Source: an optimization exercise on an open RTL-to-GDS flow (aim: small area). Production flows keep margins and buffers that such runs may drop.
In this exercise RTL edits were held to simulation tests only and were not proved equivalent to the original.
No activity file was given, so power comes from the tool's default toggle rates.

== v58 ==
==> flow/design.v (excerpt) <==
module Top_module(
	input clk,
	input rstbt,
	output [8:0] aio,
	output [2:0] bo,
	input bi,
	output [17:0] mem_addr,
	input [5:0] mem_data_in,
	output [5:0] mem_data_out,
	output mem_wen,
	output mem_lbn,
	output sram_csn,
	output sram_oen,
	output sdram_csn
    );
	wire rst = ~rstbt;
	function [7:0] rsub8(input [7:0] a, input [7:0] b, input bin);	 
		integer i; reg c; reg [7:0] r;
		begin
			c = ~bin;
			for (i = 0; i < 8; i = i + 1) begin
				r[i] = a[i] ^ ~b[i] ^ c;
				c = (a[i] & ~b[i]) | (a[i] & c) | (~b[i] & c);
			end
			rsub8 = r;
		end
	endfunction
	function [7:0] radd8(input [7:0] a, input [7:0] b, input cin);	 
		integer i; reg c; reg [7:0] r;
		begin
			c = cin;
			for (i = 0; i < 8; i = i + 1) begin
				r[i] = a[i] ^ b[i] ^ c;
				c = (a[i] & b[i]) | (a[i] & c) | (b[i] & c);
			end
			radd8 = r;
		end
	endfunction
	function rle7(input [6:0] a, input [6:0] b);	 
		integer i; reg c;
		begin
			c = 1'b1;
			for (i = 0; i < 7; i = i + 1)
				c = (~a[i] & b[i]) | (~a[i] & c) | (b[i] & c);
			rle7 = c;
		end
	endfunction
	reg [10:0] hc;		 
	reg [9:0] vc;		 
	wire hc_end = hc[10] & hc[4];					 
	wire vc_end = vc[9] & vc[7] & vc[4] & vc[3] & vc[1];	 
	wire [9:0] vc_nx = rst ? 10'd1 : hc_end ? (vc_end ? 10'd1 : vc + 1'b1) : vc;
	always @(posedge clk) begin
		vc <= vc_nx;
		if (rst | hc_end) hc <= 11'd1;
		else hc <= hc + 1'b1;
	end
	wire vrow = (vc <= 10'd600);
	wire visible = vrow && (hc >= 11'd200) && (hc <= 11'd603);
	wire write = vrow && (hc >= 11'd690) && (hc <= 11'd790);
	assign aio[0] = 1'b0;
	assign aio[6:1] = visible ? mem_data_in : 6'd0;
	assign aio[7] = (vc >= 10'd638) && (vc <= 10'd643);
	assign aio[8] = (hc >= 11'd857) && (hc <= 11'd976);
	assign mem_addr = {5'b0, vc[9:2], write ? hc[6:0] : hc[8:2]};
	assign mem_wen = ~write;
	assign mem_lbn = ~(visible | write);
	assign sram_csn = ~(visible | write);
	assign sram_oen = ~(visible | write);
	assign sdram_csn = 1'b1;
	reg [6:0] acnt;
	reg sclk;
	reg [4:0] n;		 
	reg [1:0] act;		 
	reg [7:0] tilt;
	wire a124 = (acnt == 7'd80);		 
	wire a_end = a124 & (hc[2:0] == 3'd0);	 
	wire [6:0] acnt_nx = {acnt[5:0], ~(acnt[6] ^ acnt[5])};
	always @(posedge clk)
		if (rst | a124) acnt <= 7'd0;
		else acnt <= acnt_nx;
	always @(posedge clk)
		if (rst) begin
  ...
Settings: LEC_CHECK=0, CAP_MARGIN=20, CORE_MARGIN=2, CORE_UTILIZATION=40, CTS_BUF_LIST=sky130_fd_sc_hd__clkbuf_8, CTS_CLUSTER_DIAMETER=100, CTS_CLUSTER_SIZE=30, SLEW_MARGIN=20; clock period 10.0 ns.
standard.sh (not shown) runs the stock make flow with config.mk's settings and CLKGATE_MAP_FILE= SYNTH_SCRIPT=/design/flow/synth_recipe.tcl, a recipe that flattens the netlist after the stock synthesis.
==> flow/flow/run.sh <==
#!/bin/bash
# Own flow: the standard layout, with the combinational logic of the standard
# synthesis re-mapped for area by ABC. Registers (instances, names, cell types)
# are those of the standard synthesis.
set -euo pipefail
WORK=$(pwd)
R=$WORK/orfs/results/$FLOW_PLATFORM/Top_module/base
LIB=$FLOW_HOME/platforms/$FLOW_PLATFORM/lib/sky130_fd_sc_hd__tt_025C_1v80.lib
YOSYS=$FLOW_HOME/../tools/install/yosys/bin/yosys
[ -x "$YOSYS" ] || YOSYS=yosys

# 1. standard synthesis
bash standard.sh synth > $WORK/1_standard_synth.log 2>&1

# 2. re-map the combinational logic for area
mkdir -p $WORK/remap
cp $R/1_2_yosys.v $WORK/remap/standard.v
DONT_USE=""
for c in $(grep -o "\-dont_use [^ ]*" $WORK/orfs/logs/$FLOW_PLATFORM/Top_module/base/1_2_yosys.log | awk '{print $2}' | sort -u); do
  DONT_USE="$DONT_USE -dont_use $c"
done
REMAP_LIB=$LIB REMAP_DONT_USE="$DONT_USE" REMAP_IN=$WORK/remap/standard.v REMAP_TOP=$FLOW_TOP \
  REMAP_SCRIPT=$WORK/flow/remap.abc REMAP_OUT=$WORK/remap/remapped.v \
  $YOSYS -c $WORK/flow/remap.tcl > $WORK/2_remap.log 2>&1

# 3. the standard layout of the re-mapped netlist
bash standard.sh clean_synth > $WORK/3_clean_synth.log 2>&1
# ports get the smallest plain buffer
# clock tree: the settings of config.mk, without dummy loads (flow/cts_args)
bash standard.sh SYNTH_NETLIST_FILES=$WORK/remap/remapped.v "BUFFER_PORTS_ARGS=-buffer_cell sky130_fd_sc_hd__buf_1" \
  "CTS_ARGS=$(cat $WORK/flow/cts_args)" finish > $WORK/4_layout.log 2>&1
==> flow/flow/cts_args <==
-sink_clustering_enable -repair_clock_nets -sink_clustering_size 30 -sink_clustering_max_diameter 100 -buf_list sky130_fd_sc_hd__clkbuf_8 -dont_use_dummy_load
==> flow/flow/remap.tcl <==
# Re-map the combinational logic of the standard synthesis netlist for area.
# Registers stay as they are (same instances, names and cell types).
yosys -import
set lib $::env(REMAP_LIB)
set dont_use $::env(REMAP_DONT_USE)
read_liberty -ignore_miss_func $lib
read_verilog $::env(REMAP_IN)
hierarchy -check -top $::env(REMAP_TOP)
# registers and clock cells keep their hierarchy (they are not re-mapped)
foreach pat {sky130_fd_sc_hd__df* sky130_fd_sc_hd__edf* sky130_fd_sc_hd__sdf* sky130_fd_sc_hd__dl* sky130_fd_sc_hd__sedf*} {
  catch { setattr -mod -set keep_hierarchy 1 $pat }
}
flatten
opt_clean -purge
techmap
opt -fast -purge
abc -liberty $lib {*}$dont_use -script $::env(REMAP_SCRIPT)
opt_clean -purge
splitnets
opt_clean -purge
hilomap -singleton -hicell sky130_fd_sc_hd__conb_1 HI -locell sky130_fd_sc_hd__conb_1 LO
insbuf -buf sky130_fd_sc_hd__buf_4 A X
opt_clean -purge
select -module $::env(REMAP_TOP)
stat -liberty $lib
write_verilog -noattr -nohex -nodec -selected $::env(REMAP_OUT)
Other scripts of this flow, unchanged in this note and not shown: flow/flow/remap.abc
diff inputs: v58 => v39
Settings: CORE_UTILIZATION changed from 40 to 55.
## What came out
- When v39 is set beside v58, its sequential share of layout area turns out to be 0.28 points larger.
- Higher wire length of the first global-routing pass among v58 and v39: v58
- Going from v58 to v39, the total power was found to have gone down by about 0.7%.
- Per the comparison of v39 with v58, leakage component of the power now sits at about the same level, power per cell area now sits at about the same level.
--- input diff v39..v22 ---
Settings: CORE_UTILIZATION: 55 -> 40.
diff --git a/flow/flow/run.sh b/flow/flow/run.sh
--- a/flow/flow/run.sh
+++ b/flow/flow/run.sh
@@ -21,5 +21,18 @@
 done
-REMAP_LIB=$LIB REMAP_DONT_USE="$DONT_USE" REMAP_IN=$WORK/remap/standard.v REMAP_TOP=$FLOW_TOP \
-  REMAP_SCRIPT=$WORK/flow/remap.abc REMAP_OUT=$WORK/remap/remapped.v \
-  $YOSYS -c $WORK/flow/remap.tcl > $WORK/2_remap.log 2>&1
+# three runs with different ABC seeds; the smallest netlist is kept
+for SEED in 1 2 3; do
+  sed "s/&deepsyn -T 30/\&deepsyn -T 30 -S $SEED/" $WORK/flow/remap.abc > $WORK/remap/remap_$SEED.abc
+  REMAP_LIB=$LIB REMAP_DONT_USE="$DONT_USE" REMAP_IN=$WORK/remap/standard.v REMAP_TOP=$FLOW_TOP \
+    REMAP_SCRIPT=$WORK/remap/remap_$SEED.abc REMAP_OUT=$WORK/remap/remapped_$SEED.v \
+    $YOSYS -c $WORK/flow/remap.tcl > $WORK/2_remap_$SEED.log 2>&1 &
+done
+wait
+BEST=""; BESTA=""
+for SEED in 1 2 3; do
+  A=$(grep -i "chip area" $WORK/2_remap_$SEED.log | tail -1 | awk '{print $NF}')
+  [ -n "$A" ] && [ -s $WORK/remap/remapped_$SEED.v ] || continue
+  if [ -z "$BEST" ] || awk "BEGIN{exit !($A < $BESTA)}"; then BEST=$SEED; BESTA=$A; fi
+done
+echo "remap: seed $BEST, area $BESTA" > $WORK/2_remap_choice.log
+cp $WORK/remap/remapped_$BEST.v $WORK/remap/remapped.v
 
@@ -28,4 +41,2 @@
 # ports get the smallest plain buffer
-# clock tree: the settings of config.mk, without dummy loads (flow/cts_args)
-bash standard.sh SYNTH_NETLIST_FILES=$WORK/remap/remapped.v "BUFFER_PORTS_ARGS=-buffer_cell sky130_fd_sc_hd__buf_1" \
-  "CTS_ARGS=$(cat $WORK/flow/cts_args)" finish > $WORK/4_layout.log 2>&1
+bash standard.sh SYNTH_NETLIST_FILES=$WORK/remap/remapped.v "BUFFER_PORTS_ARGS=-buffer_cell sky130_fd_sc_hd__buf_1" finish > $WORK/4_layout.log 2>&1
removed: flow/flow/cts_args
Results
v22 and v39 ended up with nearly the same number of top-level pins. On v22: switching component of the power is 61 uW higher than what v39 gave. Of v22 and v39, v22 shows the higher clock network latency to the later pin of the worst-skew pair, with v39 below it. v22 vs v39 — final cell count rose 53. On global-route usage, the lower figure sits with v22, not v39. Count of routing violations after the opening detailed-route iteration delta for v22 relative to v39: 2.6% lower.
#### Input delta (v15 over v22)
diff --git a/flow/flow/run.sh b/flow/flow/run.sh
--- a/flow/flow/run.sh
+++ b/flow/flow/run.sh
@@ -21,18 +21,5 @@
 done
-# three runs with different ABC seeds; the smallest netlist is kept
-for SEED in 1 2 3; do
-  sed "s/&deepsyn -T 30/\&deepsyn -T 30 -S $SEED/" $WORK/flow/remap.abc > $WORK/remap/remap_$SEED.abc
-  REMAP_LIB=$LIB REMAP_DONT_USE="$DONT_USE" REMAP_IN=$WORK/remap/standard.v REMAP_TOP=$FLOW_TOP \
-    REMAP_SCRIPT=$WORK/remap/remap_$SEED.abc REMAP_OUT=$WORK/remap/remapped_$SEED.v \
-    $YOSYS -c $WORK/flow/remap.tcl > $WORK/2_remap_$SEED.log 2>&1 &
-done
-wait
-BEST=""; BESTA=""
-for SEED in 1 2 3; do
-  A=$(grep -i "chip area" $WORK/2_remap_$SEED.log | tail -1 | awk '{print $NF}')
-  [ -n "$A" ] && [ -s $WORK/remap/remapped_$SEED.v ] || continue
-  if [ -z "$BEST" ] || awk "BEGIN{exit !($A < $BESTA)}"; then BEST=$SEED; BESTA=$A; fi
-done
-echo "remap: seed $BEST, area $BESTA" > $WORK/2_remap_choice.log
-cp $WORK/remap/remapped_$BEST.v $WORK/remap/remapped.v
+REMAP_LIB=$LIB REMAP_DONT_USE="$DONT_USE" REMAP_IN=$WORK/remap/standard.v REMAP_TOP=$FLOW_TOP \
+  REMAP_SCRIPT=$WORK/flow/remap.abc REMAP_OUT=$WORK/remap/remapped.v \
+  $YOSYS -c $WORK/flow/remap.tcl > $WORK/2_remap.log 2>&1
 
Notes after the runs:
- The final layout from v15, which completed every stage, passed the timing, DRC and antenna checks at the end of the flow.
- Synthesized instance count is higher on v15
- | largest vdd supply drop | lower: v15 |
- Going from v22 to v15, the number of instances in the placed design was found to have gone up by 1.1%.
- Looking at cell area, v15 sits about 0.6% below v22.
- v15 and v22 ended up with nearly the same overall die area.
- Going from v22 to v15, portion of the layout cell area used by clock cells shrinks by 0.25 points.
- The number of fill cells in the layout in v15 was lower than what v22 gave.
- There was hardly any difference in netlist area before placement between v15 and v22.
- Routed wire in v15 totals less than in v22.
- Looking at worst-case reg-to-reg path depth, v15 sits 3 higher than v22 does.

-- port drivers added, routing unchanged --
In the flow no input, the clock included, has a driving cell. The finished layouts below were timed again as built, in two steps. Step 1: set_driving_cell puts a clkbuf_16 on clk and a buf_2 on each other input, an assumption about the parent block. Step 2, shift: input delay + t, output delay - t, t = (earliest + latest rising clock arrival at the registers) / 2. This alone moves slack from input paths to output paths. Three values: no drivers, after step 1, after step 2; two values: the first two.
| run | shift t [ns] | setup slack, ns | hold slack, ns | clock arrival spread, ns | slew at the worst register clock pin (ns) |
|---|---|---|---|---|---|
| v58 | 0.480 | 0.866 / 0.826 / 1.306 | 0.418 / 0.418 / 0.418 | 0.049 / 0.049 | 0.10 / 0.10 |
| v39 | 0.473 | 1.020 / 0.979 / 1.452 | 0.415 / 0.415 / 0.415 | 0.025 / 0.025 | 0.08 / 0.08 |
| v22 | 0.502 | 0.828 / 0.787 / 1.290 | 0.413 / 0.413 / 0.413 | 0.018 / 0.017 | 0.10 / 0.10 |
| v15 | 0.499 | 0.829 / 0.791 / 1.290 | 0.422 / 0.422 / 0.422 | 0.013 / 0.014 | 0.10 / 0.10 |
After both steps every run listed still meets setup and hold.
